Context: an optimization exercise on an open-source flow, tuned for small area and a short achievable clock period. The choices shown serve that exercise and are no tape-out recipe. Only simulation tests tie the RTL to the original design; equivalence was not proved.

## lane 1
## ComplexALU
module ComplexALU (
    input             clk,
    input             reset,
    input             recoverFlag_i,
    input             valid_i,
    input      [7:0]  opcode_i,
    input      [31:0] data1_i,
    input      [31:0] data2_i,
    input      [5:0]  logDest_i,
    input      [6:0]  phyDest_i,
    input      [6:0]  alID_i,
    output reg        wbValid_o,
    output     [7:0]  wbFlags_o,
    output reg [31:0] wbData_o,
    output reg [5:0]  wbLogDest_o,
    output reg [6:0]  wbPhyDest_o,
    output reg [6:0]  wbAlID_o,
    output reg        toggleFlag_o
);
reg [31:0] a0, b0;
reg [4:0]  op0;       
reg        v0;
reg [19:0] f0;        
always @(posedge clk) begin
    a0  <= data1_i;
    b0  <= data2_i;
    op0 <= {opcode_i[6], opcode_i[4], opcode_i[2], opcode_i[1], opcode_i[0]};
    v0  <= valid_i;
    f0  <= {alID_i, phyDest_i, logDest_i};
end
wire is_md  = op0[3];               
wire is_sys = ~op0[4];              
wire is_tog = op0[4] & ~op0[3];     
wire is_mul = op0[3] & op0[2];
wire is_sgn = op0[1];
wire is_hi  = op0[0];
wire a_neg = is_sgn & a0[31];
wire b_neg = is_sgn & b0[31];
wire [31:0] amag = a_neg ? (~a0 + 32'd1) : a0;
wire [31:0] dn   = b_neg ? (b0 - 32'd1) : ~b0;    
wire [63:0] prod;
booth_mul mul (.ma({a_neg, a0}), .mb({b_neg, b0}), .p(prod));
wire [31:0] phalf = is_hi ? prod[63:32] : prod[31:0];
wire [5:0] c1_in;
assign c1_in[5] = is_tog;
assign c1_in[4] = is_sys;
assign c1_in[3] = is_mul;
assign c1_in[2] = is_hi;
assign c1_in[1] = ~is_mul & (is_hi ? a_neg : (a_neg ^ b_neg));
assign c1_in[0] = is_sys | (is_md & ~is_mul & (b0 == 32'd0));
wire [0:0] t0 = amag[31];
wire [1:0] c0;
wire [0:0] d0;
assign c0[0] = 1'b1;
assign d0[0] = t0[0] ^ dn[0] ^ c0[0];
assign c0[1] = (t0[0] & dn[0]) | (c0[0] & (t0[0] | dn[0]));
wire nb0 = c0[1];
wire qb0 = nb0 & (&dn[31:1]);
wire [0:0] r1 = qb0 ? d0 : t0;
wire [1:0] t1 = {r1, amag[30]};
wire [2:0] c1;
wire [1:0] d1;
assign c1[0] = 1'b1;
assign d1[0] = t1[0] ^ dn[0] ^ c1[0];
assign c1[1] = (t1[0] & dn[0]) | (c1[0] & (t1[0] | dn[0]));
  ...
Size: ~480 flip-flops, ~65000 µm² of cells after synthesis.
Settings: LEC_CHECK=0, ABC_AREA=1, CAP_MARGIN=20, CORE_MARGIN=2, CORE_UTILIZATION=60, PLACE_DENSITY=0.7, SLEW_MARGIN=20; clock period 190.0 ns.
run.sh (not shown) runs the stock make flow with config.mk's settings and CLKGATE_MAP_FILE= SYNTH_SCRIPT=/design/flow/synth_recipe.tcl, a recipe that flattens the netlist after the stock synthesis.
diff inputs: lane 1 => lane 2
-- flow/config.mk --
<<< lane 1, line 11
export CORE_UTILIZATION = 60
export PLACE_DENSITY = 0.7
>>> lane 2, line 11
export CORE_UTILIZATION = 45
export PLACE_DENSITY = 0.6
==> run summary <==
- Lane 2 vs. lane 1: final core utilization down 16 points, total non-filler cell area in the finished layout up 1.1%, number of distinct standard cells referenced by the synthesized netlist flat.
- Lane 2: number of global-route vias before repair is 1742 lower than what lane 1 reported.
- Lane 2 vs lane 1: layout cell share with drive strength beyond 1 up in lane 2
- From lane 1 to lane 2, number of sinks driven by the clock tree did not move at all.
- Comparing area growth from synthesis to final layout for lane 1 and lane 2, the smaller number came from lane 1.
- Lane 2 reports its last element of the critical path as wbFlags_o[4] while lane 1 reports wbPhyDest_o[1].
- | setup skew after layout | lane 2 vs lane 1 | worse |

ComplexALU, a different RTL version from the one above (not shown whole).
Size: about 7,400 cells after synthesis, about 160 I/O pins.
clock: 190.0 ns
lec_check: 0
abc_area: 1
cap_margin: 20
core_margin: 2
core_utilization: 50
place_density: 0.65
slew_margin: 20
The starting point finished with timing, DRC and antenna clean.
Then changed:
CTS_CLUSTER_DIAMETER = 60   (was unset)
CTS_CLUSTER_SIZE = 24   (was unset)
Effect: Sequential share of layout area is about the same; final cell count is about the same; final area falls slightly; setup slack gets better by 12 ps; die area stays the same.

[re-timing with driven ports]
Ports are ideal in the flow. The routed layouts listed here were re-timed in OpenROAD.
Step 1 assumes that a clkbuf_16 drives the clock port and a buf_2 every other input.
Step 2 moves the port delays by t, midway between the first and last clock arrival at a register: inputs arrive t later, outputs are due t later. That takes back most of the time a late clock gives input paths.
Slacks: ideal ports / drivers / drivers and shift; pairs: ideal ports / drivers.
| run | shift t [ns] | setup WS [ns] | latest minus earliest clock arrival (ns) |
|---|---|---|---|
| lane 1 | 0.720 | 150.490 / 150.413 / 151.051 | 0.024 / 0.024 |
| lane 2 | 0.728 | 150.489 / 150.408 / 151.028 | 0.066 / 0.065 |
| the first run of note 2 | 0.744 | 150.464 / 150.385 / 151.024 | 0.049 / 0.048 |
| the second run of note 2 | 0.711 | 150.476 / 150.397 / 151.042 | 0.054 / 0.054 |
After both steps every run listed still meets setup and hold.
